What follows belongs to an exercise in optimizing a design on an open flow for small area; a production flow would make more cautious choices. Function was checked by simulation only, so behaviour that the tests miss may differ from the original. Power figures rest on the tool's default switching activity, not on a simulated workload.

--- flow/design.v ---
package arp_packet_generator_package;
	localparam [7:0] PRE_BYTE = 8'h55;
	localparam [7:0] SFD = 8'hd5;
	localparam [15:0] ARP_ETHERTYPE = 16'h0806;
	localparam [15:0] HTYPE = 16'd1;
	localparam [15:0] PTYPE = 16'h0800;
	localparam [7:0] HLEN = 8'd6;
	localparam [7:0] PLEN = 8'd4;
endpackage
package crc_32_byte_package;
	localparam [31:0] CRC_POLY_REFL = 32'hedb88320;
	localparam [31:0] CRC_PRELOAD = 32'hbbb07fe5;  
endpackage
import crc_32_byte_package::*;
module crc_32_byte
(
	input wire [31:0] crc_in,
	input wire [7:0] idx,
	output logic [31:0] crc_next
);
	always_comb begin
		logic [31:0] c;
		c = {24'd0, idx};
		for (int i = 0; i < 8; i++)
			c = c[0] ? ((c >> 1) ^ CRC_POLY_REFL) : (c >> 1);
		crc_next = {8'd0, crc_in[31:8]} ^ c;
	end
endmodule
import arp_packet_generator_package::*;
import crc_32_byte_package::*;
module arp_packet_generator
(
	input wire clk,
	input wire rst_n,
	input wire [47:0] src_mac_add,
	input wire [47:0] des_mac_add,
	input wire [31:0] src_ip_add,
	input wire [31:0] des_ip_add,
	input wire [15:0] operator,
	input wire req,
	output logic gmii_tx_en,
	output logic [7:0] gmii_txd
);
	logic [6:0] st;
	logic [7:0] ring_a [16];
	logic [7:0] ring_b [6];
	logic [31:0] crc;
	logic [31:0] crc_next;
	logic accept;
	logic sel_a, sel_b1, sel_b2, sel_fcs;
	logic [7:0] field_byte;
	logic [7:0] const_byte;
	logic [7:0] preload;
	logic crc_feed;
	logic [7:0] idx;
	assign accept = req && (st == 7'd0 || st == 7'd73);
	always_ff @(posedge clk or negedge rst_n) begin
		if (!rst_n)
			st <= 7'd0;
		else if (st == 7'd0 || st == 7'd73)
			st <= {6'd0, req};
		else
			st <= st + 7'd1;
	end
	always_ff @(posedge clk) begin
		if (accept) begin
			ring_a[9]  <= des_mac_add[47:40];
			ring_a[10] <= des_mac_add[39:32];
			ring_a[11] <= des_mac_add[31:24];
			ring_a[12] <= des_mac_add[23:16];
			ring_a[13] <= des_mac_add[15:8];
			ring_a[14] <= des_mac_add[7:0];
			ring_a[15] <= src_mac_add[47:40];
			ring_a[0]  <= src_mac_add[39:32];
			ring_a[1]  <= src_mac_add[31:24];
			ring_a[2]  <= src_mac_add[23:16];
			ring_a[3]  <= src_mac_add[15:8];
			ring_a[4]  <= src_mac_add[7:0];
			ring_a[5]  <= src_ip_add[31:24];
			ring_a[6]  <= src_ip_add[23:16];
			ring_a[7]  <= src_ip_add[15:8];
			ring_a[8]  <= src_ip_add[7:0];
			ring_b[5] <= operator[15:8];
			ring_b[0] <= operator[7:0];
			ring_b[1] <= des_ip_add[31:24];
			ring_b[2] <= des_ip_add[23:16];
			ring_b[3] <= des_ip_add[15:8];
			ring_b[4] <= des_ip_add[7:0];
		end else begin
			for (int i = 0; i < 16; i++)
				ring_a[i] <= ring_a[(i + 1) % 16];
			for (int i = 0; i < 6; i++)
				ring_b[i] <= ring_b[(i + 1) % 6];
		end
	end
	always_comb begin
		sel_a = (st >= 7'd10 && st <= 7'd21) || (st >= 7'd32 && st <= 7'd47);
		sel_b1 = (st == 7'd30 || st == 7'd31);
		sel_b2 = (st >= 7'd48 && st <= 7'd51);
		sel_fcs = (st >= 7'd70 && st <= 7'd73);
		crc_feed = (st >= 7'd10 && st <= 7'd69);
		case (st)
			7'd2, 7'd3, 7'd4, 7'd5, 7'd6, 7'd7, 7'd8: const_byte = PRE_BYTE;
			7'd9:  const_byte = SFD;
			7'd22: const_byte = ARP_ETHERTYPE[15:8];
			7'd23: const_byte = ARP_ETHERTYPE[7:0];
			7'd24: const_byte = HTYPE[15:8];
			7'd25: const_byte = HTYPE[7:0];
			7'd26: const_byte = PTYPE[15:8];
			7'd27: const_byte = PTYPE[7:0];
			7'd28: const_byte = HLEN;
			7'd29: const_byte = PLEN;
			default: const_byte = 8'd0;
		endcase
		case (st)
			7'd6: preload = CRC_PRELOAD[7:0];
			7'd7: preload = CRC_PRELOAD[15:8];
			7'd8: preload = CRC_PRELOAD[23:16];
			7'd9: preload = CRC_PRELOAD[31:24];
			default: preload = 8'd0;
		endcase
	end
	assign field_byte = ({8{sel_a}} & ring_a[0]) | ({8{sel_b1}} & ring_b[0]) |
	                    ({8{sel_b2}} & ring_b[2]);
	assign idx = ({8{crc_feed}} & (crc[7:0] ^ field_byte)) | preload;
	crc_32_byte u0
	(
		.crc_in(crc),
		.idx(idx),
		.crc_next(crc_next)
	);
	always_ff @(posedge clk)
		crc <= crc_next;
	assign gmii_tx_en = (st >= 7'd2 && st <= 7'd73);
	assign gmii_txd = field_byte | const_byte | ({8{sel_fcs}} & crc[7:0]);
endmodule
--- flow/run.sh ---
#!/bin/bash
# synth_recipe.tcl (not shown) runs the flow's synth.tcl, then flattens the netlist and writes it again
# the make line also repeats each setting of config.mk as NAME=value (left out here)
make -C /OpenROAD-flow-scripts/flow DESIGN_CONFIG=/design/flow/config.mk WORK_HOME=/design/flow/orfs CLKGATE_MAP_FILE= SYNTH_SCRIPT=/design/flow/synth_recipe.tcl finish
--- flow/config.mk ---
export PLATFORM = sky130hd
export DESIGN_NAME = arp_packet_generator
export DESIGN_NICKNAME = arp_packet_generator
export VERILOG_FILES = /design/flow/design.v
export SDC_FILE = /design/flow/constraint.sdc
export NUM_CORES = 4
export LEC_CHECK = 0
export CAP_MARGIN = 20
export CORE_MARGIN = 2
export CORE_UTILIZATION = 40
export SLEW_MARGIN = 20
--- flow/constraint.sdc ---
create_clock -name core_clock -period 5.0 [get_ports {clk}]
set_input_delay 1.0000 -clock core_clock [delete_from_list [all_inputs] [get_ports {clk}]]
set_output_delay 1.0000 -clock core_clock [all_outputs]
set_load 0.01 [all_outputs]
==> notes.md <==
- Drt total wl: a little under 20000 um
- Setup WS pre-CTS: around 1000 ps
- Min-delay worst type: flop to flop
- Synthesized cell area: between 0.008 and 0.009 mm^2
- Core ar.: approximately 0.020 mm^2
- Post-synth ARST share: 0.0326
- CP bufs+invs: 2
- Final worst clock skew: just over 8 ps
- Top cell type's share of synthesized area: 0.499
- Global-route wire length before repair: 30400 um
- CTS tree: done
- Slew @ Worst Pin: between 700 and 800 ps
- Largest net degree at the start of global routing: between 100 and 150
- Post-CTS setup buffer count: 0
- Setup_tns: 0 ps
- Antenna Violating Nets Remaining: 0
- Layout cells sized above 1: 0.305
- Final instance area: about 0.011 mm^2
- Crit path largest cell delay: between 600 and 700 ps
- Final period util: 0.912
- RSZ-0062 raised after global routing: false
- Routability cong.: between 0.8 and 0.9
- WL per Instance: about 18 um
- Worst setup margin: about 440 ps
- Status: complete, no violations
- I/O pins: about 190
- Vias/cell: 4.75
- Iter 0 DRT Violations: ~180
- DR pass1 iterations: 4
- Post-DP HPWL: roughly 15000 um
- Max-cap violations: 0
- Critical path launch point type: flop
- Quantity of gates resized following cts: 0
- Port bufs: between 150 and 200
- Leakage power: approximately 4.7 nW
- Met3 layer usage reported by global route: 0.0383
- Hold Fails Final Rpt: 0
- CP max stage cell: or4b_2
- Total Power: between 3 and 4 mW
- Met1 usage: 0.235
- Multi-input logic area: between 0.003 and 0.004 mm^2
- Die width: 148 um
- Die H: approximately 150 um
- Peak VDD IR: ~0.23 mV
- Critical path peak fanout: 12
- Arr. time, crit path: roughly 3600 ps
- Num CTS Buffers: 24
- Fillers: between 1.5k and 2k
- Synth cell types: 72
- Post-synth EDFFs: 0
- Insertion delay to the later sink of the worst-skew pair: 510 ps
- Avg Synthesized Cell Area: 13.2 um^2
- Layout Utilization: 0.550
- Die footprint: about 0.022 mm^2
- GRT overflow: 0
- Final max-slew violation count: 0
- GRT Util Overall: 0.176
- CTS clock-pin slew for the worst setup and hold paths: approximately 60 ps
- Cell Pwr Density: ~320 mW/mm^2
- Relative slew slack: 0.505
- GRT Max-Usage Layer: met2
- Residual DRC: 0
- Seq/Total Area, Yosys: 0.520
- # diodes: 0
- Level count of the clock H-tree: 1
- Row count: 52
- Gate Count Post-Synth: about 630
- Syn. warnings: 4
- Critical Path Sink Type: primary output
- Final #Nets: 1004
- Top cells by area, synth: dfxtp_1, mux2_2, xnor2_1, dfrtp_1, xor2_1
- Synth Net Count: between 800 and 900
- Via Count: 5261
- Setup-failing EPs final: 0
- Critical path class: flop to primary output
- Initial Util: 0.410
- Top FF cell, synth: dfxtp_1
- Fmax: about 220 MHz
- Placed Instance Area: about 0.010 mm^2
- Max clock buf depth: 3
- TritonCTS Sinks: ~220
- Leading area contributor after synthesis: dfxtp_1
- Reg area: approximately 0.0043 mm^2
- Cts hold-fix bufs: 0
- Clk root buf: clkbuf_16
- Initial antenna violation count: 0
- Vias in the first global route: between 5k and 6k
- Layout area overhead: 34.2%
- Tmin final: around 4600 ps
- Met2 Use GR: 0.285
- Critical Path RT: about 4000 ps
- FF+latch count, synth: between 200 and 250
- CP Cell Sequence: inv_1 -> ha_1 -> o21bai_1 -> a22o_1 -> and3_1 -> nand2_1 -> o21ai_0 -> or4b_2 -> clkdlybuf4s50_1
- CP top delay family: simple AND/OR/NAND/NOR gates
path summary, 6_finish.rpt:
path,slack [ps],cells past startpoint,to,start
max reg2reg,1270,9,crc[20]$_DFF_P_,st[1]$_DFF_PN0_
max,440,9,gmii_txd[3],st[1]$_DFF_PN0_
max in group asynchronous,3980,1,st[4]$_DFF_PN0_,rst_n
min,430,1,crc[21]$_DFF_P_,crc[29]$_DFF_P_
min in group asynchronous,760,1,st[5]$_DFF_PN0_,rst_n
min reg2reg,430,1,crc[21]$_DFF_P_,crc[29]$_DFF_P_
registers in the layout, indices dropped and copies added, names as in the netlist:
| register | count |
|---|---|
| st | 7 |
| crc | 32 |
| ring_b | 48 |
| ring_a | 128 |
final cells by class:
class | instances | share of cell area
Clock buffer | 35 | 0.0609
Inverter | 17 | 0.00570
Sequential cell | 215 | 0.387
Tap cell | 270 | 0.0302
Timing Repair Buffer | 190 | 0.170
Clock inverter | 9 | 0.00860
Multi-Input combinational cell | 371 | 0.337
stage by stage:
stage	hold WS, ps	std cells
after detailed placement	423	1063
final	429	1107
after floorplan	409	633
after global placement	415	1063
after CTS	429	1107
after global routing	449	1107
report_power, final:
group / internal, mW / switching (mW) / total, mW
registers: 1.71 / 0 / 1.71
logic: 0.121 / 0.0195 / 0.141
clock network: 1.01 / 0.693 / 1.70
cell usage after synthesis, drive strengths merged, types with 2 or more instances:
cell type,number
a2111o,2
a2111oi,2
a211o,2
a211oi,2
a21o,4
a21oi,10
a22o,7
a22oi,3
a311oi,4
a31oi,6
buf,12
clkbuf,18
dfrtp,7
dfxtp,208
ha,6
inv,17
mux2,176
nand2,14
nand3,4
nand3b,2
nor2,13
nor2b,2
nor3,3
nor4,4
o2111ai,2
o21ai,13
or3,5
xnor2,51
xnor3,2
xor2,11
placed cells by master, fill, tap and decap left out, drive strengths merged, types with 5 or more instances in the layout:
master         Yosys  final
a21oi             10     10
a22o               7      7
a31oi              6      6
clkbuf            18     35
clkdlybuf4s50      0    187
clkinv             0      6
dfrtp              7      7
dfxtp            208    208
ha                 6      6
inv               17     19
mux2             176    176
nand2             14     14
nor2              13     13
o21ai             13     13
or3                5      5
xnor2             51     51
xor2              11     11
layer usage:
metal | vias to the layer above | wire, um
met4 | 0 | 614
met3 | 40 | 1070
met2 | 141 | 9240
met5 | - | 0
met1 | 2486 | 8740
li1 | 2594 | -
kinds of logic after synthesis:
logic type                 synth area share
buffers and inverters                0.0286
AOI/OAI and AO/OA                    0.0766
DFF                                   0.520
and+or+nand+nor                      0.0423
muxes                                 0.238
adders and majority gates           0.00900
xor gates and xnor gates             0.0859

## what the ideal ports hide
How much do the figures lean on ideal ports? The routed layout below was timed once more, with nothing changed but the port constraints. Step 1 assumes that a clkbuf_16 drives the clock port and a buf_2 every other input. Step 2 times the ports against the registers' clock, not the clock port: input delays grow and output delays shrink by t, the midpoint of the rising clock arrivals with the driver on. Slacks: ideal / step 1 / step 2; pairs: ideal / step 1.
shift t [ns]: 0.549
setup WS [ns]: 0.438 / 0.396 / 0.945
cell pins on the clock port's net: 1
After both steps this run still meets setup and hold. The setup slack of this run moves by -0.042 ns with the drivers and by +0.507 ns with both steps.
